Source: an optimization exercise on an open RTL-to-GDS flow (aim: small area and few clock cycles per item). Production flows keep margins and buffers that such runs may drop. Where RTL was checked, it was by simulation tests only, not by an equivalence proof against the original. Only the layout flow was run in run 4; the RTL was not checked for function there.

--- flow/flow/run.sh ---
#!/bin/bash
set -euo pipefail
W=$PWD
rm -rf "$W/scripts_mod"
cp -r "$FLOW_HOME/scripts" "$W/scripts_mod"
cp "$W/flow/abc.script" "$W/scripts_mod/abc_speed.script"
bash "$W/standard.sh" SCRIPTS_DIR="$W/scripts_mod" SYNTH_ARGS=-noabc ADDER_MAP_FILE= \
  "CTS_ARGS=-sink_clustering_enable -repair_clock_nets -dont_use_dummy_load -buf_list sky130_fd_sc_hd__clkbuf_8 -sink_clustering_size 15 -sink_clustering_max_diameter 70" \
  finish > "$W/orfs_make.log" 2>&1
--- flow/flow/abc.script ---
strash
dch
amap
buffer -c
topo
stime -c
upsize -c
dnsize -c
--- flow/standard.sh ---
#!/bin/bash
# synth_recipe.tcl (not shown) runs the flow's synth.tcl, then flattens the netlist and writes it again
# the make line also repeats each setting of config.mk as NAME=value (left out here)
make -C /OpenROAD-flow-scripts/flow DESIGN_CONFIG=/design/flow/config.mk WORK_HOME=/design/flow/orfs CLKGATE_MAP_FILE= SYNTH_SCRIPT=/design/flow/synth_recipe.tcl "${@:-finish}"
--- flow/config.mk ---
export PLATFORM = sky130hd
export DESIGN_NAME = md5_pipe
export DESIGN_NICKNAME = md5_pipe
export VERILOG_FILES = /design/flow/design.v
export SDC_FILE = /design/flow/constraint.sdc
export NUM_CORES = 8
export LEC_CHECK = 0
export CAP_MARGIN = 20
export CORE_MARGIN = 2
export CORE_UTILIZATION = 50
export GPL_TIMING_DRIVEN = 1
export SLEW_MARGIN = 20
--- flow/constraint.sdc ---
create_clock -name core_clock -period 12.5 [get_ports {clk}]
set_input_delay 2.5000 -clock core_clock [delete_from_list [all_inputs] [get_ports {clk}]]
set_output_delay 2.5000 -clock core_clock [all_outputs]
set_load 0.01 [all_outputs]
--- flow/design.v ---
module md5 (
    input          clk,
    input          rst_n,
    input          in_valid,
    input  [63:0]  msg,
    output         out_valid,
    output [127:0] hash,
    output [63:0]  out_msg
);
wire [31:0] m0_in = {msg[39:32], msg[47:40], msg[55:48], msg[63:56]};
wire [31:0] m1_in = {msg[7:0], msg[15:8], msg[23:16], msg[31:24]};
reg [31:0] s1_b2, s1_b1, s1_m0, s1_m1;
reg [31:0] s2_t4, s2_b4, s2_b3, s2_x5, s2_m0, s2_m1;
reg [31:0] s3_t6, s3_b6, s3_b5, s3_x7, s3_m0, s3_m1;
reg [31:0] s4_t8, s4_b8, s4_b7, s4_x9, s4_m0, s4_m1;
reg [31:0] s5_t10, s5_b10, s5_b9, s5_x11, s5_m0, s5_m1;
reg [31:0] s6_t12, s6_b12, s6_b11, s6_x13, s6_m0, s6_m1;
reg [31:0] s7_t14, s7_b14, s7_b13, s7_x15, s7_m0, s7_m1;
reg [31:0] s8_t16, s8_b16, s8_b15, s8_x17, s8_m0, s8_m1;
reg [31:0] s9_t18, s9_b18, s9_b17, s9_x19, s9_m0, s9_m1;
reg [31:0] s10_t20, s10_b20, s10_b19, s10_x21, s10_m0, s10_m1;
reg [31:0] s11_t22, s11_b22, s11_b21, s11_x23, s11_m0, s11_m1;
reg [31:0] s12_t24, s12_b24, s12_b23, s12_x25, s12_m0, s12_m1;
reg [31:0] s13_t26, s13_b26, s13_b25, s13_x27, s13_m0, s13_m1;
reg [31:0] s14_t28, s14_b28, s14_b27, s14_x29, s14_m0, s14_m1;
reg [31:0] s15_t30, s15_b30, s15_b29, s15_x31, s15_m0, s15_m1;
reg [31:0] s16_t32, s16_b32, s16_b31, s16_x33, s16_m0, s16_m1;
reg [31:0] s17_t34, s17_b34, s17_b33, s17_x35, s17_m0, s17_m1;
reg [31:0] s18_t36, s18_b36, s18_b35, s18_x37, s18_m0, s18_m1;
reg [31:0] s19_t38, s19_b38, s19_b37, s19_x39, s19_m0, s19_m1;
reg [31:0] s20_t40, s20_b40, s20_b39, s20_x41, s20_m0, s20_m1;
reg [31:0] s21_t42, s21_b42, s21_b41, s21_x43, s21_m0, s21_m1;
reg [31:0] s22_t44, s22_b44, s22_b43, s22_x45, s22_m0, s22_m1;
reg [31:0] s23_t46, s23_b46, s23_b45, s23_x47, s23_m0, s23_m1;
reg [31:0] s24_t48, s24_b48, s24_b47, s24_x49, s24_m0, s24_m1;
reg [31:0] s25_t50, s25_b50, s25_b49, s25_x51, s25_m0, s25_m1;
reg [31:0] s26_t52, s26_b52, s26_b51, s26_x53, s26_m0, s26_m1;
reg [31:0] s27_t54, s27_b54, s27_b53, s27_x55, s27_m0, s27_m1;
reg [31:0] s28_t56, s28_b56, s28_b55, s28_x57, s28_m0, s28_m1;
reg [31:0] s29_t58, s29_b58, s29_b57, s29_x59, s29_m0, s29_m1;
reg [31:0] s30_t60, s30_b60, s30_b59, s30_x61, s30_m0, s30_m1;
reg [31:0] s31_t62, s31_b62, s31_b61, s31_x63, s31_m0, s31_m1;
reg [31:1] v;
always @(posedge clk) begin
    v <= {v[30:1], in_valid} & {31{rst_n}};
end
wire [31:0] f0 = (32'hefcdab89 & 32'h98badcfe) | (~32'hefcdab89 & 32'h10325476);
wire [31:0] x0 = m0_in + 32'h3eafc779;
wire [31:0] t0 = add32_io(x0, f0);
wire [31:0] b1 = 32'hefcdab89 + {t0[24:0], t0[31:25]};
wire [31:0] f1 = (b1 & 32'hefcdab89) | (~b1 & 32'h98badcfe);
wire [31:0] x1 = m1_in + 32'hf8fa0bcc;
wire [31:0] t1 = add32_io(x1, f1);
wire [31:0] b2 = add32_io(b1, {t1[19:0], t1[31:20]});
always @(posedge clk) begin
    s1_b2 <= b2;
    s1_b1 <= b1;
    s1_m0 <= m0_in;
    s1_m1 <= m1_in;
end
wire [31:0] f2 = (s1_b2 & s1_b1) | (~s1_b2 & 32'hefcdab89);
wire [31:0] t2 = 32'hbcdb4e59 + f2;
wire [31:0] b3 = add32(s1_b2, {t2[14:0], t2[31:15]});
wire [31:0] f3 = (b3 & s1_b2) | (~b3 & s1_b1);
wire [31:0] t3 = 32'hb18b7a77 + f3;
wire [31:0] b4 = add32(b3, {t3[9:0], t3[31:10]});
wire [31:0] f4 = (b4 & b3) | (~b4 & s1_b2);
wire [31:0] x4 = s1_b1 + 32'hf57c0faf;
wire [31:0] t4 = add32(x4, f4);
wire [31:0] px5 = s1_b2 + 32'h4787c62a;
always @(posedge clk) begin
    s2_t4 <= t4;
    s2_b4 <= b4;
    s2_b3 <= b3;
    s2_x5 <= px5;
    s2_m0 <= s1_m0;
    s2_m1 <= s1_m1;
end
wire [31:0] b5 = add32(s2_b4, {s2_t4[24:0], s2_t4[31:25]});
wire [31:0] f5 = (b5 & s2_b4) | (~b5 & s2_b3);
wire [31:0] t5 = add32(s2_x5, f5);
wire [31:0] b6 = add32(b5, {t5[19:0], t5[31:20]});
wire [31:0] f6 = (b6 & b5) | (~b6 & s2_b4);
wire [31:0] x6 = s2_b3 + 32'ha8304613;
wire [31:0] t6 = add32(x6, f6);
wire [31:0] px7 = s2_b4 + 32'hfd469501;
always @(posedge clk) begin
    s3_t6 <= t6;
    s3_b6 <= b6;
    s3_b5 <= b5;
    s3_x7 <= px7;
    s3_m0 <= s2_m0;
    s3_m1 <= s2_m1;
end
wire [31:0] b7 = add32(s3_b6, {s3_t6[14:0], s3_t6[31:15]});
wire [31:0] f7 = (b7 & s3_b6) | (~b7 & s3_b5);
wire [31:0] t7 = add32(s3_x7, f7);
wire [31:0] b8 = add32(b7, {t7[9:0], t7[31:10]});
wire [31:0] f8 = (b8 & b7) | (~b8 & s3_b6);
wire [31:0] x8 = s3_b5 + 32'h698098d8;
wire [31:0] t8 = add32(x8, f8);
wire [31:0] px9 = s3_b6 + 32'h8b44f7af;
always @(posedge clk) begin
    s4_t8 <= t8;
    s4_b8 <= b8;
    s4_b7 <= b7;
    s4_x9 <= px9;
    s4_m0 <= s3_m0;
    s4_m1 <= s3_m1;
end
wire [31:0] b9 = add32(s4_b8, {s4_t8[24:0], s4_t8[31:25]});
wire [31:0] f9 = (b9 & s4_b8) | (~b9 & s4_b7);
wire [31:0] t9 = add32(s4_x9, f9);
wire [31:0] b10 = add32(b9, {t9[19:0], t9[31:20]});
wire [31:0] f10 = (b10 & b9) | (~b10 & s4_b8);
wire [31:0] x10 = s4_b7 + 32'hffff5bb1;
wire [31:0] t10 = add32(x10, f10);
wire [31:0] px11 = s4_b8 + 32'h895cd7be;
always @(posedge clk) begin
    s5_t10 <= t10;
    s5_b10 <= b10;
    s5_b9 <= b9;
    s5_x11 <= px11;
    s5_m0 <= s4_m0;
    s5_m1 <= s4_m1;
end
wire [31:0] b11 = add32(s5_b10, {s5_t10[14:0], s5_t10[31:15]});
wire [31:0] f11 = (b11 & s5_b10) | (~b11 & s5_b9);
wire [31:0] t11 = add32(s5_x11, f11);
wire [31:0] b12 = add32(b11, {t11[9:0], t11[31:10]});
wire [31:0] f12 = (b12 & b11) | (~b12 & s5_b10);
wire [31:0] x12 = s5_b9 + 32'h6b901122;
wire [31:0] t12 = add32(x12, f12);
wire [31:0] px13 = s5_b10 + 32'hfd987193;
always @(posedge clk) begin
    s6_t12 <= t12;
    s6_b12 <= b12;
    s6_b11 <= b11;
    s6_x13 <= px13;
    s6_m0 <= s5_m0;
    s6_m1 <= s5_m1;
end
wire [31:0] b13 = add32(s6_b12, {s6_t12[24:0], s6_t12[31:25]});
wire [31:0] f13 = (b13 & s6_b12) | (~b13 & s6_b11);
wire [31:0] t13 = add32(s6_x13, f13);
wire [31:0] b14 = add32(b13, {t13[19:0], t13[31:20]});
wire [31:0] f14 = (b14 & b13) | (~b14 & s6_b12);
wire [31:0] x14 = s6_b11 + 32'ha67943ce;
wire [31:0] t14 = add32(x14, f14);
wire [31:0] px15 = s6_b12 + 32'h49b40821;
always @(posedge clk) begin
    s7_t14 <= t14;
    s7_b14 <= b14;
    s7_b13 <= b13;
    s7_x15 <= px15;
    s7_m0 <= s6_m0;
    s7_m1 <= s6_m1;
end
wire [31:0] b15 = add32(s7_b14, {s7_t14[14:0], s7_t14[31:15]});
wire [31:0] f15 = (b15 & s7_b14) | (~b15 & s7_b13);
wire [31:0] t15 = add32(s7_x15, f15);
wire [31:0] b16 = add32(b15, {t15[9:0], t15[31:10]});
wire [31:0] f16 = (s7_b14 & b16) | (b15 & ~s7_b14);
wire [31:0] x16 = s7_b13 + 32'hf61e2562 + s7_m1;
wire [31:0] t16 = add32(x16, f16);
wire [31:0] px17 = s7_b14 + 32'hc040b340;
always @(posedge clk) begin
    s8_t16 <= t16;
    s8_b16 <= b16;
    s8_b15 <= b15;
    s8_x17 <= px17;
    s8_m0 <= s7_m0;
    s8_m1 <= s7_m1;
end
wire [31:0] b17 = add32(s8_b16, {s8_t16[26:0], s8_t16[31:27]});
wire [31:0] f17 = (s8_b15 & b17) | (s8_b16 & ~s8_b15);
wire [31:0] t17 = add32(s8_x17, f17);
wire [31:0] b18 = add32(b17, {t17[22:0], t17[31:23]});
wire [31:0] f18 = (s8_b16 & b18) | (b17 & ~s8_b16);
wire [31:0] x18 = s8_b15 + 32'h265e5a51;
wire [31:0] t18 = add32(x18, f18);
wire [31:0] px19 = s8_b16 + 32'he9b6c7aa + s8_m0;
always @(posedge clk) begin
    s9_t18 <= t18;
    s9_b18 <= b18;
    s9_b17 <= b17;
    s9_x19 <= px19;
    s9_m0 <= s8_m0;
    s9_m1 <= s8_m1;
end
wire [31:0] b19 = add32(s9_b18, {s9_t18[17:0], s9_t18[31:18]});
wire [31:0] f19 = (s9_b17 & b19) | (s9_b18 & ~s9_b17);
wire [31:0] t19 = add32(s9_x19, f19);
wire [31:0] b20 = add32(b19, {t19[11:0], t19[31:12]});
wire [31:0] f20 = (s9_b18 & b20) | (b19 & ~s9_b18);
wire [31:0] x20 = s9_b17 + 32'hd62f105d;
wire [31:0] t20 = add32(x20, f20);
wire [31:0] px21 = s9_b18 + 32'h02441453;
always @(posedge clk) begin
    s10_t20 <= t20;
    s10_b20 <= b20;
    s10_b19 <= b19;
    s10_x21 <= px21;
    s10_m0 <= s9_m0;
    s10_m1 <= s9_m1;
end
wire [31:0] b21 = add32(s10_b20, {s10_t20[26:0], s10_t20[31:27]});
wire [31:0] f21 = (s10_b19 & b21) | (s10_b20 & ~s10_b19);
wire [31:0] t21 = add32(s10_x21, f21);
wire [31:0] b22 = add32(b21, {t21[22:0], t21[31:23]});
wire [31:0] f22 = (s10_b20 & b22) | (b21 & ~s10_b20);
wire [31:0] x22 = s10_b19 + 32'hd8a1e681;
wire [31:0] t22 = add32(x22, f22);
wire [31:0] px23 = s10_b20 + 32'he7d3fbc8;
always @(posedge clk) begin
    s11_t22 <= t22;
    s11_b22 <= b22;
    s11_b21 <= b21;
    s11_x23 <= px23;
    s11_m0 <= s10_m0;
    s11_m1 <= s10_m1;
end
wire [31:0] b23 = add32(s11_b22, {s11_t22[17:0], s11_t22[31:18]});
wire [31:0] f23 = (s11_b21 & b23) | (s11_b22 & ~s11_b21);
wire [31:0] t23 = add32(s11_x23, f23);
wire [31:0] b24 = add32(b23, {t23[11:0], t23[31:12]});
wire [31:0] f24 = (s11_b22 & b24) | (b23 & ~s11_b22);
wire [31:0] x24 = s11_b21 + 32'h21e1cde6;
wire [31:0] t24 = add32(x24, f24);
wire [31:0] px25 = s11_b22 + 32'hc3370816;
always @(posedge clk) begin
    s12_t24 <= t24;
    s12_b24 <= b24;
    s12_b23 <= b23;
    s12_x25 <= px25;
    s12_m0 <= s11_m0;
    s12_m1 <= s11_m1;
end
wire [31:0] b25 = add32(s12_b24, {s12_t24[26:0], s12_t24[31:27]});
wire [31:0] f25 = (s12_b23 & b25) | (s12_b24 & ~s12_b23);
wire [31:0] t25 = add32(s12_x25, f25);
wire [31:0] b26 = add32(b25, {t25[22:0], t25[31:23]});
wire [31:0] f26 = (s12_b24 & b26) | (b25 & ~s12_b24);
wire [31:0] x26 = s12_b23 + 32'hf4d50d87;
wire [31:0] t26 = add32(x26, f26);
wire [31:0] px27 = s12_b24 + 32'h455a14ed;
always @(posedge clk) begin
    s13_t26 <= t26;
    s13_b26 <= b26;
    s13_b25 <= b25;
    s13_x27 <= px27;
    s13_m0 <= s12_m0;
    s13_m1 <= s12_m1;
end
wire [31:0] b27 = add32(s13_b26, {s13_t26[17:0], s13_t26[31:18]});
wire [31:0] f27 = (s13_b25 & b27) | (s13_b26 & ~s13_b25);
wire [31:0] t27 = add32(s13_x27, f27);
wire [31:0] b28 = add32(b27, {t27[11:0], t27[31:12]});
wire [31:0] f28 = (s13_b26 & b28) | (b27 & ~s13_b26);
wire [31:0] x28 = s13_b25 + 32'ha9e3e905;
wire [31:0] t28 = add32(x28, f28);
wire [31:0] px29 = s13_b26 + 32'hfcefa478;
always @(posedge clk) begin
    s14_t28 <= t28;
    s14_b28 <= b28;
    s14_b27 <= b27;
    s14_x29 <= px29;
    s14_m0 <= s13_m0;
    s14_m1 <= s13_m1;
end
wire [31:0] b29 = add32(s14_b28, {s14_t28[26:0], s14_t28[31:27]});
wire [31:0] f29 = (s14_b27 & b29) | (s14_b28 & ~s14_b27);
wire [31:0] t29 = add32(s14_x29, f29);
wire [31:0] b30 = add32(b29, {t29[22:0], t29[31:23]});
wire [31:0] f30 = (s14_b28 & b30) | (b29 & ~s14_b28);
wire [31:0] x30 = s14_b27 + 32'h676f02d9;
wire [31:0] t30 = add32(x30, f30);
wire [31:0] px31 = s14_b28 + 32'h8d2a4c8a;
always @(posedge clk) begin
    s15_t30 <= t30;
    s15_b30 <= b30;
    s15_b29 <= b29;
    s15_x31 <= px31;
    s15_m0 <= s14_m0;
    s15_m1 <= s14_m1;
end
wire [31:0] b31 = add32(s15_b30, {s15_t30[17:0], s15_t30[31:18]});
wire [31:0] f31 = (s15_b29 & b31) | (s15_b30 & ~s15_b29);
wire [31:0] t31 = add32(s15_x31, f31);
wire [31:0] b32 = add32(b31, {t31[11:0], t31[31:12]});
wire [31:0] f32 = b32 ^ b31 ^ s15_b30;
wire [31:0] x32 = s15_b29 + 32'hfffa3942;
wire [31:0] t32 = add32(x32, f32);
wire [31:0] px33 = s15_b30 + 32'h8771f681;
always @(posedge clk) begin
    s16_t32 <= t32;
    s16_b32 <= b32;
    s16_b31 <= b31;
    s16_x33 <= px33;
    s16_m0 <= s15_m0;
    s16_m1 <= s15_m1;
end
wire [31:0] b33 = add32(s16_b32, {s16_t32[27:0], s16_t32[31:28]});
wire [31:0] f33 = b33 ^ s16_b32 ^ s16_b31;
wire [31:0] t33 = add32(s16_x33, f33);
wire [31:0] b34 = add32(b33, {t33[20:0], t33[31:21]});
wire [31:0] f34 = b34 ^ b33 ^ s16_b32;
wire [31:0] x34 = s16_b31 + 32'h6d9d6122;
wire [31:0] t34 = add32(x34, f34);
wire [31:0] px35 = s16_b32 + 32'hfde5384c;
always @(posedge clk) begin
    s17_t34 <= t34;
    s17_b34 <= b34;
    s17_b33 <= b33;
    s17_x35 <= px35;
    s17_m0 <= s16_m0;
    s17_m1 <= s16_m1;
end
wire [31:0] b35 = add32(s17_b34, {s17_t34[15:0], s17_t34[31:16]});
wire [31:0] f35 = b35 ^ s17_b34 ^ s17_b33;
wire [31:0] t35 = add32(s17_x35, f35);
wire [31:0] b36 = add32(b35, {t35[8:0], t35[31:9]});
wire [31:0] f36 = b36 ^ b35 ^ s17_b34;
wire [31:0] x36 = s17_b33 + 32'ha4beea44 + s17_m1;
wire [31:0] t36 = add32(x36, f36);
wire [31:0] px37 = s17_b34 + 32'h4bdecfa9;
always @(posedge clk) begin
    s18_t36 <= t36;
    s18_b36 <= b36;
    s18_b35 <= b35;
    s18_x37 <= px37;
    s18_m0 <= s17_m0;
    s18_m1 <= s17_m1;
end
wire [31:0] b37 = add32(s18_b36, {s18_t36[27:0], s18_t36[31:28]});
wire [31:0] f37 = b37 ^ s18_b36 ^ s18_b35;
wire [31:0] t37 = add32(s18_x37, f37);
wire [31:0] b38 = add32(b37, {t37[20:0], t37[31:21]});
wire [31:0] f38 = b38 ^ b37 ^ s18_b36;
wire [31:0] x38 = s18_b35 + 32'hf6bb4b60;
wire [31:0] t38 = add32(x38, f38);
wire [31:0] px39 = s18_b36 + 32'hbebfbc70;
always @(posedge clk) begin
    s19_t38 <= t38;
    s19_b38 <= b38;
    s19_b37 <= b37;
    s19_x39 <= px39;
    s19_m0 <= s18_m0;
    s19_m1 <= s18_m1;
end
wire [31:0] b39 = add32(s19_b38, {s19_t38[15:0], s19_t38[31:16]});
wire [31:0] f39 = b39 ^ s19_b38 ^ s19_b37;
wire [31:0] t39 = add32(s19_x39, f39);
wire [31:0] b40 = add32(b39, {t39[8:0], t39[31:9]});
wire [31:0] f40 = b40 ^ b39 ^ s19_b38;
wire [31:0] x40 = s19_b37 + 32'h289b7ec6;
wire [31:0] t40 = add32(x40, f40);
wire [31:0] px41 = s19_b38 + 32'heaa127fa + s19_m0;
always @(posedge clk) begin
    s20_t40 <= t40;
    s20_b40 <= b40;
    s20_b39 <= b39;
    s20_x41 <= px41;
    s20_m0 <= s19_m0;
    s20_m1 <= s19_m1;
end
wire [31:0] b41 = add32(s20_b40, {s20_t40[27:0], s20_t40[31:28]});
wire [31:0] f41 = b41 ^ s20_b40 ^ s20_b39;
wire [31:0] t41 = add32(s20_x41, f41);
wire [31:0] b42 = add32(b41, {t41[20:0], t41[31:21]});
wire [31:0] f42 = b42 ^ b41 ^ s20_b40;
wire [31:0] x42 = s20_b39 + 32'hd4ef3085;
wire [31:0] t42 = add32(x42, f42);
wire [31:0] px43 = s20_b40 + 32'h04881d05;
always @(posedge clk) begin
    s21_t42 <= t42;
    s21_b42 <= b42;
    s21_b41 <= b41;
    s21_x43 <= px43;
    s21_m0 <= s20_m0;
    s21_m1 <= s20_m1;
end
wire [31:0] b43 = add32(s21_b42, {s21_t42[15:0], s21_t42[31:16]});
wire [31:0] f43 = b43 ^ s21_b42 ^ s21_b41;
wire [31:0] t43 = add32(s21_x43, f43);
wire [31:0] b44 = add32(b43, {t43[8:0], t43[31:9]});
wire [31:0] f44 = b44 ^ b43 ^ s21_b42;
wire [31:0] x44 = s21_b41 + 32'hd9d4d039;
wire [31:0] t44 = add32(x44, f44);
wire [31:0] px45 = s21_b42 + 32'he6db99e5;
always @(posedge clk) begin
    s22_t44 <= t44;
    s22_b44 <= b44;
    s22_b43 <= b43;
    s22_x45 <= px45;
    s22_m0 <= s21_m0;
    s22_m1 <= s21_m1;
end
wire [31:0] b45 = add32(s22_b44, {s22_t44[27:0], s22_t44[31:28]});
wire [31:0] f45 = b45 ^ s22_b44 ^ s22_b43;
wire [31:0] t45 = add32(s22_x45, f45);
wire [31:0] b46 = add32(b45, {t45[20:0], t45[31:21]});
wire [31:0] f46 = b46 ^ b45 ^ s22_b44;
wire [31:0] x46 = s22_b43 + 32'h1fa27cf8;
wire [31:0] t46 = add32(x46, f46);
wire [31:0] px47 = s22_b44 + 32'hc4ac56e5;
always @(posedge clk) begin
    s23_t46 <= t46;
    s23_b46 <= b46;
    s23_b45 <= b45;
    s23_x47 <= px47;
    s23_m0 <= s22_m0;
    s23_m1 <= s22_m1;
end
wire [31:0] b47 = add32(s23_b46, {s23_t46[15:0], s23_t46[31:16]});
wire [31:0] f47 = b47 ^ s23_b46 ^ s23_b45;
wire [31:0] t47 = add32(s23_x47, f47);
wire [31:0] b48 = add32(b47, {t47[8:0], t47[31:9]});
wire [31:0] f48 = b47 ^ (b48 | ~s23_b46);
wire [31:0] x48 = s23_b45 + 32'hf4292244 + s23_m0;
wire [31:0] t48 = add32(x48, f48);
wire [31:0] px49 = s23_b46 + 32'h432aff97;
always @(posedge clk) begin
    s24_t48 <= t48;
    s24_b48 <= b48;
    s24_b47 <= b47;
    s24_x49 <= px49;
    s24_m0 <= s23_m0;
    s24_m1 <= s23_m1;
end
wire [31:0] b49 = add32(s24_b48, {s24_t48[25:0], s24_t48[31:26]});
wire [31:0] f49 = s24_b48 ^ (b49 | ~s24_b47);
wire [31:0] t49 = add32(s24_x49, f49);
wire [31:0] b50 = add32(b49, {t49[21:0], t49[31:22]});
wire [31:0] f50 = b49 ^ (b50 | ~s24_b48);
wire [31:0] x50 = s24_b47 + 32'hab9423e7;
wire [31:0] t50 = add32(x50, f50);
wire [31:0] px51 = s24_b48 + 32'hfc93a039;
always @(posedge clk) begin
    s25_t50 <= t50;
    s25_b50 <= b50;
    s25_b49 <= b49;
    s25_x51 <= px51;
    s25_m0 <= s24_m0;
    s25_m1 <= s24_m1;
end
wire [31:0] b51 = add32(s25_b50, {s25_t50[16:0], s25_t50[31:17]});
wire [31:0] f51 = s25_b50 ^ (b51 | ~s25_b49);
wire [31:0] t51 = add32(s25_x51, f51);
wire [31:0] b52 = add32(b51, {t51[10:0], t51[31:11]});
wire [31:0] f52 = b51 ^ (b52 | ~s25_b50);
wire [31:0] x52 = s25_b49 + 32'h655b59c3;
wire [31:0] t52 = add32(x52, f52);
wire [31:0] px53 = s25_b50 + 32'h8f0ccc92;
always @(posedge clk) begin
    s26_t52 <= t52;
    s26_b52 <= b52;
    s26_b51 <= b51;
    s26_x53 <= px53;
    s26_m0 <= s25_m0;
    s26_m1 <= s25_m1;
end
wire [31:0] b53 = add32(s26_b52, {s26_t52[25:0], s26_t52[31:26]});
wire [31:0] f53 = s26_b52 ^ (b53 | ~s26_b51);
wire [31:0] t53 = add32(s26_x53, f53);
wire [31:0] b54 = add32(b53, {t53[21:0], t53[31:22]});
wire [31:0] f54 = b53 ^ (b54 | ~s26_b52);
wire [31:0] x54 = s26_b51 + 32'hffeff47d;
wire [31:0] t54 = add32(x54, f54);
wire [31:0] px55 = s26_b52 + 32'h85845dd1 + s26_m1;
always @(posedge clk) begin
    s27_t54 <= t54;
    s27_b54 <= b54;
    s27_b53 <= b53;
    s27_x55 <= px55;
    s27_m0 <= s26_m0;
    s27_m1 <= s26_m1;
end
wire [31:0] b55 = add32(s27_b54, {s27_t54[16:0], s27_t54[31:17]});
wire [31:0] f55 = s27_b54 ^ (b55 | ~s27_b53);
wire [31:0] t55 = add32(s27_x55, f55);
wire [31:0] b56 = add32(b55, {t55[10:0], t55[31:11]});
wire [31:0] f56 = b55 ^ (b56 | ~s27_b54);
wire [31:0] x56 = s27_b53 + 32'h6fa87e4f;
wire [31:0] t56 = add32(x56, f56);
wire [31:0] px57 = s27_b54 + 32'hfe2ce6e0;
always @(posedge clk) begin
    s28_t56 <= t56;
    s28_b56 <= b56;
    s28_b55 <= b55;
    s28_x57 <= px57;
    s28_m0 <= s27_m0;
    s28_m1 <= s27_m1;
end
wire [31:0] b57 = add32(s28_b56, {s28_t56[25:0], s28_t56[31:26]});
wire [31:0] f57 = s28_b56 ^ (b57 | ~s28_b55);
wire [31:0] t57 = add32(s28_x57, f57);
wire [31:0] b58 = add32(b57, {t57[21:0], t57[31:22]});
wire [31:0] f58 = b57 ^ (b58 | ~s28_b56);
wire [31:0] x58 = s28_b55 + 32'ha3014314;
wire [31:0] t58 = add32(x58, f58);
wire [31:0] px59 = s28_b56 + 32'h4e0811a1;
always @(posedge clk) begin
    s29_t58 <= t58;
    s29_b58 <= b58;
    s29_b57 <= b57;
    s29_x59 <= px59;
    s29_m0 <= s28_m0;
    s29_m1 <= s28_m1;
end
wire [31:0] b59 = add32(s29_b58, {s29_t58[16:0], s29_t58[31:17]});
wire [31:0] f59 = s29_b58 ^ (b59 | ~s29_b57);
wire [31:0] t59 = add32(s29_x59, f59);
wire [31:0] b60 = add32(b59, {t59[10:0], t59[31:11]});
wire [31:0] f60 = b59 ^ (b60 | ~s29_b58);
wire [31:0] x60 = s29_b57 + 32'hf7537e82;
wire [31:0] t60 = add32(x60, f60);
wire [31:0] px61 = s29_b58 + 32'hbd3af235;
always @(posedge clk) begin
    s30_t60 <= t60;
    s30_b60 <= b60;
    s30_b59 <= b59;
    s30_x61 <= px61;
    s30_m0 <= s29_m0;
    s30_m1 <= s29_m1;
end
wire [31:0] b61 = add32(s30_b60, {s30_t60[25:0], s30_t60[31:26]});
wire [31:0] f61 = s30_b60 ^ (b61 | ~s30_b59);
wire [31:0] t61 = add32(s30_x61, f61);
wire [31:0] b62 = add32(b61, {t61[21:0], t61[31:22]});
wire [31:0] f62 = b61 ^ (b62 | ~s30_b60);
wire [31:0] x62 = s30_b59 + 32'h2ad7d33b;
wire [31:0] t62 = add32(x62, f62);
wire [31:0] px63 = s30_b60 + 32'heb86d391;
always @(posedge clk) begin
    s31_t62 <= t62;
    s31_b62 <= b62;
    s31_b61 <= b61;
    s31_x63 <= px63;
    s31_m0 <= s30_m0;
    s31_m1 <= s30_m1;
end
wire [31:0] b63 = add32_io(s31_b62, {s31_t62[16:0], s31_t62[31:17]});
wire [31:0] f63 = s31_b62 ^ (b63 | ~s31_b61);
wire [31:0] t63 = add32_io(s31_x63, f63);
wire [31:0] hb = b63 + {t63[10:0], t63[31:11]} + 32'hefcdab89;
wire [31:0] ha = s31_b61 + 32'h67452301;
wire [31:0] hc = b63 + 32'h98badcfe;
wire [31:0] hd = s31_b62 + 32'h10325476;
assign hash = {{ha[7:0], ha[15:8], ha[23:16], ha[31:24]}, {hb[7:0], hb[15:8], hb[23:16], hb[31:24]}, {hc[7:0], hc[15:8], hc[23:16], hc[31:24]}, {hd[7:0], hd[15:8], hd[23:16], hd[31:24]}};
assign out_msg = {{s31_m0[7:0], s31_m0[15:8], s31_m0[23:16], s31_m0[31:24]}, {s31_m1[7:0], s31_m1[15:8], s31_m1[23:16], s31_m1[31:24]}};
assign out_valid = v[31];
function [31:0] add32;    
    input [31:0] a, b;
    reg [31:0] g, p;
    reg [15:0] G, P, Gn, Pn;
    reg [32:0] c;
    integer l, i;
    begin
        g = a & b; p = a ^ b;
        for (i = 0; i < 16; i = i + 1) begin
            G[i] = g[2*i+1] | (p[2*i+1] & g[2*i]);
            P[i] = p[2*i+1] & p[2*i];
        end
        for (l = 0; l < 4; l = l + 1) begin
            Gn = G; Pn = P;
            for (i = 0; i < 16; i = i + 1)
                if (((i + 1) % (2 << l)) == 0) begin
                    Gn[i] = G[i] | (P[i] & G[i - (1 << l)]);
                    Pn[i] = P[i] & P[i - (1 << l)];
                end
            G = Gn; P = Pn;
        end
        for (l = 2; l >= 0; l = l - 1) begin
            Gn = G; Pn = P;
            for (i = 0; i < 16; i = i + 1)
                if (((i + 1) % (2 << l)) == (1 << l) && i >= (2 << l)) begin
                    Gn[i] = G[i] | (P[i] & G[i - (1 << l)]);
                    Pn[i] = P[i] & P[i - (1 << l)];
                end
            G = Gn; P = Pn;
        end
        c[0] = 1'b0;
        for (i = 0; i < 16; i = i + 1) begin
            c[2*i+1] = g[2*i] | (p[2*i] & c[2*i]);
            c[2*i+2] = G[i];
        end
        add32 = a ^ b ^ c[31:0];
    end
endfunction
function [31:0] add32_io;    
    input [31:0] a, b;
    reg [31:0] g, p, gn, pn;
    integer l, i, j;
    begin
        g = a & b; p = a ^ b;
        for (l = 0; l < 5; l = l + 1) begin
            gn = g; pn = p;
            for (i = 0; i < 32; i = i + 1)
                if ((i >> l) & 1) begin
                    j = ((i >> l) << l) - 1;
                    gn[i] = g[i] | (p[i] & g[j]);
                    pn[i] = p[i] & p[j];
                end
            g = gn; p = pn;
        end
        add32_io = a ^ b ^ {g[30:0], 1'b0};
    end
endfunction
endmodule
module md5_pipe (
    input          clk,
    input          rst_n,       
    input          in_valid,
    output         in_ready,
    input  [63:0]  msg,         
    output         out_valid,
    output [127:0] hash,        
    output [63:0]  out_msg      
);
assign in_ready = 1'b1;
md5 core (
    .clk      (clk),
    .rst_n    (rst_n),
    .in_valid (in_valid),
    .msg      (msg),
    .out_valid(out_valid),
    .hash     (hash),
    .out_msg  (out_msg)
);
endmodule
==> summary.txt, run 1 <==
Status
  • Status: timing/DRC/antenna clean

Global route
  • GR Overflow Total: 0
  • Maximum number of pins on one net before global-route repair: 32
  • Initial antenna violation count: 132
  • Global-route wire length before repair: around 1,500,000 um
  • Number of global-route vias before repair: 251,000
  • Tot GR Track Use: 0.341

Timing
  • Final period utilization: 0.971
  • Normalized max-slew margin: 0.102
  • Worst-margin pin slew: 1350 ps
  • Peak Freq: a little over 0.08 GHz
  • Final worst setup slack: 358 ps
  • RSZ-0062 raised after global routing: yes
  • Final count of hold timing violations: 0
  • Setup-violating endpoint count in the final report: 0
  • Tmin final: about 12,000 ps
  • Max Slew Vio Count: 0
  • Skew final: about 110 ps

Die
  • Die height: between 700 and 800 um
  • Row cnt: 280
  • Initial Utilization: 0.501
  • Core box area: around 580,000 um2
  • I/O Pins: ~260
  • Die span in x: between 700 and 800 um
  • Die area: 589,000 um2

Setup path
  • Worst path most repeated cell: a21oi_2
  • Crit path launch type: flip-flop
  • Critical path capture point type: primary output
  • WP data arrival: ~9600 ps
  • Worst R2R End: core.s10_t20[30]
  • Worst Path Required: about 10,000 ps
  • Flop2flop setup slack: 810 ps
  • Kind of critical path: flip-flop to primary output
  • CP max FO: 3
  • Largest stage delay on the critical path: 350 ps
  • Worst flop-to-flop path startpoint: core.s9_b18[1]
  • CP max-delay cell: dfxtp_2
  • FF-to-FF path depth: 52

Routing
  • Routed wire per std cell: a little over 20 um
  • Drt initial violations: between 20,000 and 30,000
  • Routed WL: approximately 1,100,000 um
  • Router iterations before antenna repair: 9
  • Vias per inst: 5.54
  • ANT nets after route: 0
  • Remaining DRCs: 0
  • Via count: 289,000

Placement
  • Pre-CTS setup slack: -31.1 ps
  • Dpl cells: between 50,000 and 60,000
  • Final HPWL DP: 892,000 um
  • Routability cong.: roughly 1.0
  • IO Port Bufs: around 260

Synthesis
  • Synth top cells by count: nor2_1 (7,478), nand2_1 (6,806), o21ai_0 (6,139)
  • Synth Instances: approximately 43,000
  • Synthesized area: ~290,000 um2
  • Post-synthesis average cell area: just under 7 um2
  • Syn. warnings: 1
  • Top cells by area, synth: dfxtp_1 (41%), o21ai_0 (11%), a21oi_1 (9.9%)
  • Post-synth EDFFs: 0
  • Main synth FF type: dfxtp_1
  • Asr flop ratio synth: 0
  • Synth area leader: dfxtp_1
  • Most common cell in the netlist: nor2_1
  • Post-synth cell types: 110
  • Synth Register Bits: 5,919
  • Syn Nets: 42,900
  • Post-synthesis sequential area ratio: 0.407
  • Share of Yosys cell area claimed by the top area cell type: 0.407

Cells and area
  • FILL cells: about 57,000
  • Multi-input gate area: 156,000 um2
  • Layout Utilization: 0.548
  • Final std cells w/o fill: 52,200
  • Post-layout nets: between 40,000 and 50,000
  • Layout cell share with drive strength beyond 1: 0.0479
  • Register area: between 100,000 and 150,000 um2
  • Layout area overhead: 9.25%

Clock tree
  • CTS Buffer Depth: 4
  • TritonCTS clock tree: built
  • CTS Root Cell: clkbuf_8
  • Hold_buf cts: 0
  • Skew-Pair Late Insertion Delay: about 1300 ps
  • CTS H-tree lvls: 6
  • Clock Sinks: 5,919
  • Clock buffer count from CTS: 543
  • Worst-path clk slew: about 100 ps

Job
  • Max Cap Viol: 0

Hold path
  • Hold_sp: core.s2_m1[4]
  • Hold Path End: core.s3_m1[4]
  • WHS Path Cells: 0
  • Hold Path Class: flip-flop to flip-flop
## worst max-delay path by stage
| stage | start | endpoint | slack (ps) | depth (start not counted) |
|---|---|---|---|---|
| 5_1_grt | core.s31_t62[18] | hash[69] | -400 | 67 |
| 3_3_place_gp | core.s31_b62[1] | hash[69] | -300 | 64 |
| 4_1_cts | core.s31_b62[1] | hash[71] | -50 | 60 |
| 2_1_floorplan | msg[57] | core.s1_b2[26] | 1440 | 84 |
| 6_report | core.s31_t62[18] | hash[69] | 360 | 67 |
| 3_5_place_dp | msg[57] | core.s1_b2[26] | -30 | 85 |
## through the flow
step                      instance area (um2)  TNS (ps)  hold WS, ps
after detailed placement               308000     -31.1          312
after CTS                              316000      -109          272
after floorplan                        291000         0          310
final                                  318000         0          270
after global placement                 308000     -1360          310
after global routing                   318000     -2980          272
## logic make-up after synthesis
| logic type | after synthesis | synth area share |
|---|---|---|
| AO/OA/AOI/OAI | 16300 | 0.315 |
| AND/OR/NAND/NOR | 15500 | 0.211 |
| flip-flops | 5919 | 0.407 |
| buffers and inverters | 4915 | 0.0634 |
| XOR/XNOR | 146 | 0.00439 |
| other | 1 | 0.0000129 |
## what timing repair did
action,4_1_cts,5_1_grt
pin swaps,21,102
setup endpoints to repair,18,154
gates resized for setup,127,451
buffers inserted,59,42
## final cells by class
cell class / count / share of cell area
multi-input combinational: 32000 / 0.491
sequential: 5919 / 0.372
inverter: 4883 / 0.0576
tap: 7755 / 0.0305
timing repair buffer: 937 / 0.0242
clock buffer: 543 / 0.0235
antenna: 126 / 0.000991
## routing by layer
| layer | up-vias | share of wire | global-route usage |
|---|---|---|---|
| li1 | 149000 | - | - |
| met1 | 128000 | 0.43 | 0.459 |
| met2 | 9832 | 0.44 | 0.553 |
| met3 | 1798 | 0.081 | 0.0478 |
| met4 | 46 | 0.044 | 0.130 |
| met5 | - | 0.00030 | 0 |
## critical path: cells and delay by family, from the launching register on
kind            cells  cell delay [ps]
buf+inv             6              810
flops               1              350
simple gates       30             3430
compound gates     31             3780
## cells in the final DEF, fill, tap and decap left out, drive strengths merged, types with 140 or more instances in the layout
cell type and n:
a21oi 5768, a21o 364, clkdlybuf4s50 244, nor2 7534, dfxtp 5919, a31oi 634, clkbuf 544, nand2 6878
or2 195, o221ai 152, buf 688, and2 140, o21a 1026, inv 4881, nor3 221, o21ai 6457
o22ai 1058
Testbench counts, summed over its fixed seeds: cycles 6,186, items 6,000.
==> inputs of run 2 (changes only) <==
--- a/flow/config.mk
+++ b/flow/config.mk
@@ -7,6 +7,7 @@
 export LEC_CHECK = 0
 export CAP_MARGIN = 20
 export CORE_MARGIN = 2
-export CORE_UTILIZATION = 50
+export CORE_UTILIZATION = 54
 export GPL_TIMING_DRIVEN = 1
+export PLACE_DENSITY = 0.63
 export SLEW_MARGIN = 20
==> summary.txt, run 2 <==
Status
  • Status: timing/DRC/antenna clean (unchanged)

Setup path
  • Flop2flop setup slack: 780 ps (was 810 ps)
  • WP data arrival: 9520 ps (was 9640 ps)
  • CP max-delay cell: clkdlybuf4s50_1 (was dfxtp_2)
  • Largest stage delay on the critical path: 550 ps (was 350 ps)
  • Critical path capture point type: primary output (unchanged)
  • CP max FO: 3 (unchanged)
  • Kind of critical path: flip-flop to primary output (unchanged)
  • Worst R2R End: core.s27_t54[31] (was core.s10_t20[30])
  • Crit path launch type: flip-flop (unchanged)
  • Worst path most repeated cell: a21oi_2 (unchanged)
  • FF-to-FF path depth: 58 (was 52)
  • Worst Path Buf+Inv: 9 (was 6)
  • Family with the most delay on the worst path: compound AO/OA/AOI/OAI gates (unchanged)
  • Worst Path Required: 10,000 ps (about the same)
  • Worst flop-to-flop path startpoint: core.s26_b52[1] (was core.s9_b18[1])

Synthesis
  • Post-synth EDFFs: 0 (unchanged)
  • Top cells by area, synth: dfxtp_1 (41%), o21ai_0 (11%), a21oi_1 (9.9%) (unchanged)
  • Synthesized area: 291,000 um2 (unchanged)
  • Syn. warnings: 1 (unchanged)
  • Syn Nets: 42,900 (unchanged)
  • Post-synthesis average cell area: 6.80 um2 (unchanged)
  • Post-synth cell types: 110 (unchanged)
  • Share of Yosys cell area claimed by the top area cell type: 0.407 (unchanged)
  • Synth top cells by count: nor2_1 (7,478), nand2_1 (6,806), o21ai_0 (6,139) (unchanged)
  • Most common cell in the netlist: nor2_1 (unchanged)
  • Main synth FF type: dfxtp_1 (unchanged)
  • Asr flop ratio synth: 0 (unchanged)
  • Post-synthesis sequential area ratio: 0.407 (unchanged)
  • Synth Instances: 42,800 (unchanged)
  • Synth Register Bits: 5,919 (unchanged)
  • Synth area leader: dfxtp_1 (unchanged)

Cells and area
  • Layout area overhead: 8.84% (was 9.25%)
  • Post-layout nets: 44,300 (was 44,400)
  • Leading cell type in the layout, fill and taps excluded: nor2_1 (unchanged)
  • Layout Utilization: 0.590 (was 0.548)
  • Layout cell share with drive strength beyond 1: 0.0474 (was 0.0479)
  • FILL cells: 50,300 (was 56,500)
  • Most frequent cells in the layout: nor2_1 (7,438), nand2_1 (6,795), o21ai_0 (6,023), dfxtp_1 (5,916), a21oi_1 (5,594) (was nor2_1 (7,436), nand2_1 (6,793), o21ai_0 (6,032), dfxtp_1 (5,915), a21oi_1 (5,603))

Clock tree
  • Worst-path clk slew: 90 ps (was 100 ps)
  • Hold_buf cts: 0 (unchanged)
  • Clock Sinks: 5,919 (unchanged)
  • CTS H-tree lvls: 6 (unchanged)
  • Skew-Pair Late Insertion Delay: 1320 ps (was 1290 ps)
  • CTS Root Cell: clkbuf_8 (unchanged)
  • CTS Buffer Depth: 4 (unchanged)
  • TritonCTS clock tree: built (unchanged)
  • Clock buffer count from CTS: 529 (was 543)

Global route
  • Global-route wire length before repair: 1,540,000 um (was 1,520,000 um)
  • Initial antenna violation count: 129 (was 132)
  • Maximum number of pins on one net before global-route repair: 32 (unchanged)
  • Tot GR Track Use: 0.369 (was 0.341)
  • GR Overflow Total: 0 (unchanged)
  • Number of global-route vias before repair: 257,000 (was 251,000)

Timing
  • Normalized max-slew margin: 0.143 (was 0.102)
  • Tmin final: 12,020 ps (was 12,140 ps)
  • Worst-case hold slack: 274 ps (was 270 ps)
  • Setup-violating endpoint count in the final report: 0 (unchanged)
  • Peak Freq: 0.0832 GHz (was 0.0824 GHz)
  • Final setup TNS: 0 ps (unchanged)
  • Skew final: 132 ps (was 114 ps)
  • Max Slew Vio Count: 0 (unchanged)
  • Worst-margin pin slew: 1270 ps (was 1350 ps)
  • Final count of hold timing violations: 0 (unchanged)
  • Final period utilization: 0.962 (was 0.971)

Job
  • Max Cap Viol: 0 (unchanged)

Hold path
  • Hold Path Class: flip-flop to flip-flop (unchanged)
  • WHS Path Cells: 0 (unchanged)
  • Hold_sp: core.s12_m0[6] (was core.s2_m1[4])
  • Hold Path End: core.s13_m0[6] (was core.s3_m1[4])

Die
  • Initial Utilization: 0.542 (was 0.501)
  • Core box area: 537,000 um2 (was 581,000 um2)
  • I/O Pins: 261 (unchanged)
  • Row cnt: 269 (was 280)
  • Die area: 545,000 um2 (was 589,000 um2)
  • Die span in x: 738 um (was 767 um)
  • Die height: 738 um (was 767 um)

Routing
  • ANT nets after route: 0 (unchanged)
  • Routed WL: 1,060,000 um (about the same)
  • Via count: 294,000 (was 289,000)
  • Drt initial violations: 31,000 (was 27,300)
  • Routed wire per std cell: 20.6 um (was 20.3 um)
  • Remaining DRCs: 0 (unchanged)
  • Vias per inst: 5.70 (was 5.54)
  • Router iterations before antenna repair: 19 (was 9)

Placement
  • Routability cong.: 1.03 (was 1.00)
  • Final HPWL DP: 892,000 um (about the same)
  • IO Port Bufs: 259 (unchanged)
==> run 2: changes by cell type in the layout (fill, tap and decap cells not counted), moves of 7 or more <==
| cell | delta |
|---|---|
| clkbuf_8 | -14 |
| buf_4 | -26 |
| diode_2 | -35 |
| o21ai_0 | -9 |
| o21ai_1 | +10 |
| a21oi_2 | +9 |
| a21oi_1 | -9 |
| a311oi_2 | +7 |
==> run 2: cell type report <==
class | instances | area, um2 | area share
Antenna cell | 91 | 228 | 0.000718
Clock buffer | 529 | 7280 | 0.0230
Inverter | 4883 | 18300 | 0.0579
Multi-Input combinational cell | 32000 | 156000 | 0.493
Sequential cell | 5919 | 118000 | 0.374
Tap cell | 7181 | 8980 | 0.0283
Timing Repair Buffer | 909 | 7480 | 0.0236
==> run 2: how the worst max path moves through the flow <==
stage	cells after the start	start	slack [ps]	end
3_3_place_gp	63	core.s31_b62[1]	-180	hash[67]
3_5_place_dp	87	msg[56]	-30	core.s1_b2[31]
5_1_grt	62	core.s31_t62[18]	-190	hash[74]
2_1_floorplan	84	msg[57]	1440	core.s1_b2[26]
6_report	66	core.s31_b62[1]	480	hash[76]
4_1_cts	66	core.s31_t62[18]	0.8	hash[69]
==> run 2: logic make-up after synthesis <==
| logic type | synth area share |
|---|---|
| other cells | 0.0000129 |
| compound gates | 0.315 |
| xor+xnor | 0.00439 |
| simple gates | 0.211 |
| buf+inv | 0.0634 |
| flops | 0.407 |
==> run 2: worst reg2reg max path: cells and delay by family (launching register included) <==
kind	cells	cell delay, ps
buffers and inverters	5	510
DFF	1	450
and+or+nand+nor	22	3400
AOI/OAI and AO/OA	31	7200
==> run 2: per-layer routing <==
metal	vias to the layer above	global-route usage	wire length, um
met2	11800	0.589	460000
met3	2412	0.0654	101000
met5	-	0	333
met1	130000	0.481	439000
met4	46	0.181	61800
li1	149000	-	-
==> run 2: stage by stage <==
stage               cells  cell area (um2)  worst slack (ps)
finish              51500           317000               481
global route        51500           317000              -191
global placement    50800           307000              -183
CTS                 51400           315000             0.755
floorplan           42800           291000              1440
detailed placement  50800           307000             -32.3
==> run 2: what timing repair did <==
| item | in CTS | in global routing |
|---|---|---|
| setup buffers | 37 | 37 |
| endpoints found under the setup margin | 17 | 183 |
| pin swaps | 30 | 90 |
| endpoints found under the hold margin | 0 | 0 |
| gates resized for setup | 116 | 461 |
==> inputs of run 3 (changes only) <==
--- a/flow/config.mk
+++ b/flow/config.mk
@@ -7,7 +7,7 @@
 export LEC_CHECK = 0
 export CAP_MARGIN = 20
 export CORE_MARGIN = 2
-export CORE_UTILIZATION = 54
+export CORE_UTILIZATION = 57
 export GPL_TIMING_DRIVEN = 1
-export PLACE_DENSITY = 0.63
+export PLACE_DENSITY = 0.66
 export SLEW_MARGIN = 20
==> summary.txt, run 3 <==
Routing
  • ANT nets after route: 0 (unchanged)
  • DR WL met2: 457,000 um (was 460,000 um)
  • Vias per inst: 5.81 (was 5.70)
  • DRT met1 WL: 427,000 um (was 439,000 um)
  • Drt initial violations: 32,500 (was 31,000)
  • Via count: 296,000 (was 294,000)
  • Top sig layer: met5 (unchanged)
  • Routed wire per std cell: 20.8 um (was 20.6 um)
  • Met3 WL: 105,000 um (was 101,000 um)
  • Routed WL: 1,060,000 um (about the same)
  • Remaining DRCs: 0 (unchanged)
  • Router iterations before antenna repair: 9 (was 19)

Global route
  • Maximum number of pins on one net before global-route repair: 32 (unchanged)
  • Global-route wire length before repair: 1,530,000 um (was 1,540,000 um)
  • Tot GR Track Use: 0.388 (was 0.369)
  • GR Overflow Total: 0 (unchanged)
  • Number of global-route vias before repair: 259,000 (was 257,000)
  • Initial antenna violation count: 113 (was 129)

Setup path
  • Critical path capture point type: primary output (unchanged)
  • CP max FO: 4 (was 3)
  • WP data arrival: 9660 ps (was 9520 ps)
  • Worst Path Required: 10,000 ps (about the same)
  • Largest stage delay on the critical path: 380 ps (was 550 ps)
  • End of the critical path: hash[69] (was hash[76])
  • FF-to-FF path depth: 57 (was 58)
  • Crit path launch type: flip-flop (unchanged)
  • Worst setup path start: core.s31_t62[18] (was core.s31_b62[1])
  • CP max-delay cell: dfxtp_4 (was clkdlybuf4s50_1)
  • Worst R2R End: core.s13_t26[31] (was core.s27_t54[31])
  • Kind of critical path: flip-flop to primary output (unchanged)
  • Worst flop-to-flop path startpoint: core.s12_b24[1] (was core.s26_b52[1])
  • Flop2flop setup slack: 550 ps (was 780 ps)

Job
  • Max Cap Viol: 0 (unchanged)

Clock tree
  • TritonCTS clock tree: built (unchanged)
  • Skew-Pair Late Insertion Delay: 1340 ps (was 1320 ps)
  • Clock Sinks: 5,919 (unchanged)
  • Worst-path clk slew: 90 ps (about the same)
  • Hold_buf cts: 0 (unchanged)
  • Clock buffer count from CTS: 481 (was 529)
  • CTS Buffer Depth: 4 (unchanged)
  • CTS Root Cell: clkbuf_8 (unchanged)
  • CTS H-tree lvls: 5 (was 6)

Synthesis
  • Post-synth cell types: 110 (unchanged)
  • Top cells by area, synth: dfxtp_1 (41%), o21ai_0 (11%), a21oi_1 (9.9%) (unchanged)
  • Synth Register Bits: 5,919 (unchanged)
  • Synth top cells by count: nor2_1 (7,478), nand2_1 (6,806), o21ai_0 (6,139) (unchanged)
  • Post-synth EDFFs: 0 (unchanged)
  • Synthesized area: 291,000 um2 (unchanged)
  • Post-synthesis sequential area ratio: 0.407 (unchanged)
  • Share of Yosys cell area claimed by the top area cell type: 0.407 (unchanged)
  • Main synth FF type: dfxtp_1 (unchanged)
  • Syn. warnings: 1 (unchanged)
  • Synth Instances: 42,800 (unchanged)
  • Post-synthesis average cell area: 6.80 um2 (unchanged)
  • Asr flop ratio synth: 0 (unchanged)
  • Synth area leader: dfxtp_1 (unchanged)
  • Most common cell in the netlist: nor2_1 (unchanged)
  • Syn Nets: 42,900 (unchanged)

Timing
  • Worst-case hold slack: 223 ps (was 274 ps)
  • Setup-violating endpoint count in the final report: 0 (unchanged)
  • Final setup TNS: 0 ps (unchanged)
  • Max Slew Vio Count: 0 (unchanged)
  • RSZ-0062 raised after global routing: yes
  • Skew final: 199 ps (was 132 ps)
  • Final count of hold timing violations: 0 (unchanged)
  • Worst-margin pin slew: 1240 ps (was 1270 ps)
  • Peak Freq: 0.0822 GHz (was 0.0832 GHz)
  • Normalized max-slew margin: 0.163 (was 0.143)
  • Final period utilization: 0.973 (was 0.962)
  • Tmin final: 12,160 ps (was 12,020 ps)

Cells and area
  • Final std cells w/o fill: 50,900 (was 51,500)
  • Layout area overhead: 8.04% (was 8.84%)
  • Leading cell type in the layout, fill and taps excluded: nor2_1 (unchanged)
  • Most frequent cells in the layout: nor2_1 (7,438), nand2_1 (6,802), o21ai_0 (6,029), dfxtp_1 (5,916), a21oi_1 (5,621) (was nor2_1 (7,438), nand2_1 (6,795), o21ai_0 (6,023), dfxtp_1 (5,916), a21oi_1 (5,594))
  • Post-layout nets: 44,100 (was 44,300)
  • Layout cell share with drive strength beyond 1: 0.0425 (was 0.0474)
  • FILL cells: 46,400 (was 50,300)

Die
  • Row cnt: 262 (was 269)
  • I/O Pins: 261 (unchanged)
  • Core box area: 509,000 um2 (was 537,000 um2)
  • Die span in x: 719 um (was 738 um)
  • Die height: 719 um (was 738 um)
  • Die area: 517,000 um2 (was 545,000 um2)
  • Initial Utilization: 0.572 (was 0.542)

Placement
  • Final HPWL DP: 886,000 um (was 892,000 um)
  • Routability cong.: 1.04 (was 1.03)
  • IO Port Bufs: 259 (unchanged)
  • Dpl cells: 50,300 (was 50,800)

Status
  • Status: timing/DRC/antenna clean (unchanged)

Hold path
  • Hold Path Class: flip-flop to flip-flop (unchanged)
[run 3: what timing repair did]
action | in CTS | in global routing
setup endpoints to repair | 18 | 152
buffers inserted | 9 | 30
resized for setup | 96 | 424
pin swaps | 13 | 72
[run 3: kinds of logic after synthesis]
kind of cell,Yosys count,share of synthesized area
compound gates,16300,0.315
xor+xnor,146,0.00439
buf+inv,4915,0.0634
flops,5919,0.407
other cells,1,0.0000129
simple gates,15500,0.211
[run 3: cell type report]
type	count	area (um2)	area share
clock buffer	481	6620	0.0210
inverter	4883	18300	0.0583
multi-input combinational	32000	156000	0.496
timing repair buffer	789	6560	0.0208
tap	6732	8420	0.0268
sequential	5919	119000	0.377
antenna	106	265	0.000843
[run 3: critical path, delay by kind of cell, from the launching register on]
family | cells | cell delay, ps
AOI/OAI and AO/OA | 31 | 3610
buffers and inverters | 7 | 930
DFF | 1 | 380
and+or+nand+nor | 30 | 3510
[run 3: how the worst min path moves through the flow]
stage	from	to	slack (ps)	cells past startpoint
finish	core.s5_m1[3]	core.s6_m1[3]	220	0
global route	core.s5_m1[3]	core.s6_m1[3]	240	0
CTS	core.s5_m0[27]	core.s6_m0[27]	230	0
detailed placement	core.s9_m0[16]	core.s10_m0[16]	310	0
global placement	core.s14_m0[25]	core.s15_m0[25]	310	0
floorplan	core.s9_m0[0]	core.s10_m0[0]	310	0
[run 3: metal layers]
layer | track usage | vias up
li1 | - | 149000
met1 | 0.501 | 131000
met2 | 0.618 | 12900
met3 | 0.0672 | 2688
met4 | 0.208 | 48
met5 | 0 | -
[run 3: through the flow]
step | worst slack, ps | utilization | instance area, um2
after global routing | -407 | 0.618 | 315000
after floorplan | 1440 | - | 291000
after CTS | -41.7 | 0.614 | 313000
final | 338 | 0.618 | 315000
after detailed placement | -34.2 | 0.601 | 306000
after global placement | -39.7 | 0.601 | 306000
==> inputs of run 4 (changes only) <==
--- a/flow/design.v
+++ b/flow/design.v
@@ -543,7 +543,8 @@
 wire [31:0] b63 = add32_io(s31_b62, {s31_t62[16:0], s31_t62[31:17]});
 wire [31:0] f63 = s31_b62 ^ (b63 | ~s31_b61);
 wire [31:0] t63 = add32_io(s31_x63, f63);
-wire [31:0] hb = b63 + {t63[10:0], t63[31:11]} + 32'hefcdab89;
+wire [31:0] bh1 = b63 + 32'hefcdab89;
+wire [31:0] hb = add32_io(bh1, {t63[10:0], t63[31:11]});
 wire [31:0] ha = s31_b61 + 32'h67452301;
 wire [31:0] hc = b63 + 32'h98badcfe;
 wire [31:0] hd = s31_b62 + 32'h10325476;
==> summary.txt, run 4 <==
Timing
  • Skew final: 127 ps (was 199 ps)
  • Final count of hold timing violations: 0 (unchanged)
  • Peak Freq: 0.0800 GHz (was 0.0822 GHz)
  • Final setup TNS: -2.10 ps (was 0 ps)
  • Setup-violating endpoint count in the final report: 1 (was 0)
  • Final period utilization: 1.00 (was 0.973)
  • Tmin final: 12,500 ps (was 12,160 ps)
  • Worst-margin pin slew: 1240 ps (about the same)
  • Final worst setup slack: -2.10 ps (was 338 ps)
  • Normalized max-slew margin: 0.166 (was 0.163)
  • RSZ-0062 raised after global routing: yes (unchanged)
  • Max Slew Vio Count: 0 (unchanged)

Global route
  • Initial antenna violation count: 139 (was 113)
  • GR Overflow Total: 0 (unchanged)
  • Tot GR Track Use: 0.394 (was 0.388)
  • Global-route wire length before repair: 1,550,000 um (was 1,530,000 um)
  • Number of global-route vias before repair: 262,000 (was 259,000)
  • Maximum number of pins on one net before global-route repair: 32 (unchanged)

Clock tree
  • TritonCTS clock tree: built (unchanged)
  • CTS Buffer Depth: 4 (unchanged)
  • Clock buffer count from CTS: 521 (was 481)
  • CTS Root Cell: clkbuf_8 (unchanged)
  • CTS H-tree lvls: 6 (was 5)
  • Skew-Pair Late Insertion Delay: 1290 ps (was 1340 ps)
  • Hold_buf cts: 0 (unchanged)
  • Worst-path clk slew: 100 ps (was 90 ps)
  • Clock Sinks: 5,919 (unchanged)

Routing
  • Router iterations before antenna repair: 12 (was 9)
  • Routed WL: 1,070,000 um (was 1,060,000 um)
  • Drt initial violations: 32,900 (was 32,500)
  • Remaining DRCs: 0 (unchanged)
  • Via count: 298,000 (was 296,000)
  • Vias per inst: 5.80 (was 5.81)
  • Routed wire per std cell: 20.9 um (was 20.8 um)
  • ANT nets after route: 0 (unchanged)

Setup path
  • End of the critical path: hash[66] (was hash[69])
  • WP data arrival: 10,000 ps (was 9660 ps)
  • CP max-delay cell: dfxtp_4 (unchanged)
  • CP max FO: 5 (was 4)
  • Flop2flop setup slack: 650 ps (was 550 ps)
  • FF-to-FF path depth: 56 (was 57)
  • Worst Path Required: 10,000 ps (about the same)
  • Worst R2R End: core.s9_t18[31] (was core.s13_t26[31])
  • Critical path capture point type: primary output (unchanged)
  • Largest stage delay on the critical path: 370 ps (was 380 ps)
  • Crit path launch type: flip-flop (unchanged)
  • Kind of critical path: flip-flop to primary output (unchanged)
  • Worst setup path start: core.s31_t62[18] (unchanged)
  • Worst path most repeated cell: buf_4
  • Worst flop-to-flop path startpoint: core.s8_b16[1] (was core.s12_b24[1])

Synthesis
  • Top cells by area, synth: dfxtp_1 (41%), o21ai_0 (11%), a21oi_1 (9.8%) (was dfxtp_1 (41%), o21ai_0 (11%), a21oi_1 (9.9%))
  • Synthesized area: 290,000 um2 (was 291,000 um2)
  • Most common cell in the netlist: nor2_1 (unchanged)
  • Post-synth EDFFs: 0 (unchanged)
  • Synth Register Bits: 5,919 (unchanged)
  • Post-synth cell types: 96 (was 110)
  • Post-synthesis average cell area: 6.78 um2 (was 6.80 um2)
  • Syn. warnings: 1 (unchanged)
  • Synth Instances: 42,800 (about the same)
  • Syn Nets: 42,900 (about the same)
  • Share of Yosys cell area claimed by the top area cell type: 0.408 (was 0.407)
  • Synth area leader: dfxtp_1 (unchanged)
  • Synth top cells by count: nor2_1 (7,416), nand2_1 (6,751), o21ai_0 (6,421) (was nor2_1 (7,478), nand2_1 (6,806), o21ai_0 (6,139))
  • Main synth FF type: dfxtp_1 (unchanged)
  • Post-synthesis sequential area ratio: 0.408 (was 0.407)
  • Asr flop ratio synth: 0 (unchanged)

Placement
  • IO Port Bufs: 259 (unchanged)
  • Final HPWL DP: 895,000 um (was 886,000 um)
  • Routability cong.: 1.06 (was 1.04)
  • Pre-CTS setup slack: -1010 ps (was -34.2 ps)

Die
  • Die height: 718 um (was 719 um)
  • I/O Pins: 261 (unchanged)
  • Die area: 515,000 um2 (was 517,000 um2)
  • Core box area: 508,000 um2 (was 509,000 um2)
  • Die span in x: 718 um (was 719 um)
  • Row cnt: 262 (unchanged)
  • Initial Utilization: 0.571 (was 0.572)

Cells and area
  • Post-layout nets: 44,600 (was 44,100)
  • Most frequent cells in the layout: nor2_1 (7,372), nand2_1 (6,726), o21ai_0 (6,282), dfxtp_1 (5,915), a21oi_1 (5,503) (was nor2_1 (7,438), nand2_1 (6,802), o21ai_0 (6,029), dfxtp_1 (5,916), a21oi_1 (5,621))
  • Layout cell share with drive strength beyond 1: 0.0543 (was 0.0425)
  • Leading cell type in the layout, fill and taps excluded: nor2_1 (unchanged)
  • Layout Utilization: 0.627 (was 0.618)
  • Layout area overhead: 9.73% (was 8.04%)

Hold path
  • Hold_sp: core.s8_m1[2] (was core.s5_m1[3])
  • Hold Path Class: flip-flop to flip-flop (unchanged)

Status
  • Status: finished with violations (was timing/DRC/antenna clean)
  • Layout Check Fails: setup timing

Job
  • Max Cap Viol: 0 (unchanged)
-- run 4: changes by cell type in the layout (fill, tap and decap cells not counted), sizes merged, moves of 16 or more --
| cell | delta |
|---|---|
| a21oi | -75 |
| a311oi | +16 |
| buf | +443 |
| clkbuf | +36 |
| diode | -30 |
| inv | +160 |
| nand2 | -86 |
| nand4 | +20 |
| nor2 | -68 |
| nor2b | +18 |
| o21a | -50 |
| o21ai | +103 |
| o22ai | +61 |
| o31ai | -21 |
-- run 4: cell type report --
cell class              instances  area, um2
inverters                    5042      18900
repair buffers               1230       9890
multi-input cells           31900     156000
well taps                    6732       8420
clock buffers                 521       7170
fillers                     45800     190000
diodes                         76        190
flip-flops and latches       5919     119000
-- run 4: worst min path at each step --
stage	to	slack (ps)	cells past startpoint
CTS	core.s7_m0[18]	250	0
global route	core.s7_m0[18]	270	0
detailed placement	core.s10_m0[11]	310	0
floorplan	core.s10_m0[0]	310	0
finish	core.s9_m1[2]	260	0
global placement	core.s30_m0[21]	310	0
-- run 4: through the flow --
| stage | instances | cell area, um2 | hold WS, ps |
|---|---|---|---|
| floorplan | 42800 | 290000 | 310 |
| global placement | 50600 | 307000 | 309 |
| detailed placement | 50600 | 307000 | 312 |
| CTS | 51300 | 316000 | 253 |
| global route | 51300 | 319000 | 271 |
| finish | 51400 | 319000 | 263 |
-- run 4: what timing repair did --
item / in CTS / in global routing
buffers inserted: 146 / 52
endpoints found under the setup margin: 17 / 258
gates resized for setup: 110 / 662
pin swaps: 35 / 88
-- run 4: routing by layer --
layer,up-vias,GRT usage,routed length [um]
met4,64,0.216,72300
li1,150000,-,-
met3,3079,0.0794,111000
met5,-,0,609
met2,13600,0.630,464000
met1,132000,0.499,425000
-- run 4: kinds of logic after synthesis --
kind of cell,count (synthesis),synth area share
AO/OA/AOI/OAI,16300,0.313
XOR/XNOR,153,0.00461
AND/OR/NAND/NOR,15400,0.208
other,1,0.0000129
flip-flops,5919,0.408
buffers and inverters,5065,0.0655
-- run 4: critical path: cells and delay by family, from the launching register on --
family	cells	cell delay (ps)
flip-flops	1	370
buffers and inverters	50	6200
AO/OA/AOI/OAI	10	1440
AND/OR/NAND/NOR	7	660

[what the ideal ports hide]
How much do the figures lean on ideal ports? The routed layouts below were timed once more, with nothing changed but the port constraints. Step 1 assumes that a clkbuf_16 drives the clock port and a buf_2 every other input. Step 2 moves the port delays by t, midway between the first and last clock arrival at a register: inputs arrive t later, outputs are due t later. That takes back most of the time a late clock gives input paths. Slacks: ideal ports / drivers / drivers and shift; pairs: ideal ports / drivers.
run | t, ns | setup slack, ns | clock arrival spread, ns | slew at the worst register clock pin (ns) | cell pins on the clock port's net
run 1 | 1.367 | 0.358 / 0.216 / -0.090 | 0.141 / 0.141 | 0.11 / 0.11 | 1
run 2 | 1.375 | 0.481 / 0.350 / -0.164 | 0.161 / 0.161 | 0.11 / 0.11 | 1
run 3 | 1.371 | 0.338 / 0.212 / -0.135 | 0.205 / 0.205 | 0.12 / 0.12 | 1
run 4 | 1.374 | -0.002 / -0.133 / -0.640 | 0.163 / 0.163 | 0.11 / 0.11 | 1
Met with ideal ports but missed after step 2: setup timing in run 1, run 2 and run 3. The setup slack of run 2, which loses most, moves by -0.131 ns with the drivers and by -0.645 ns with both steps.
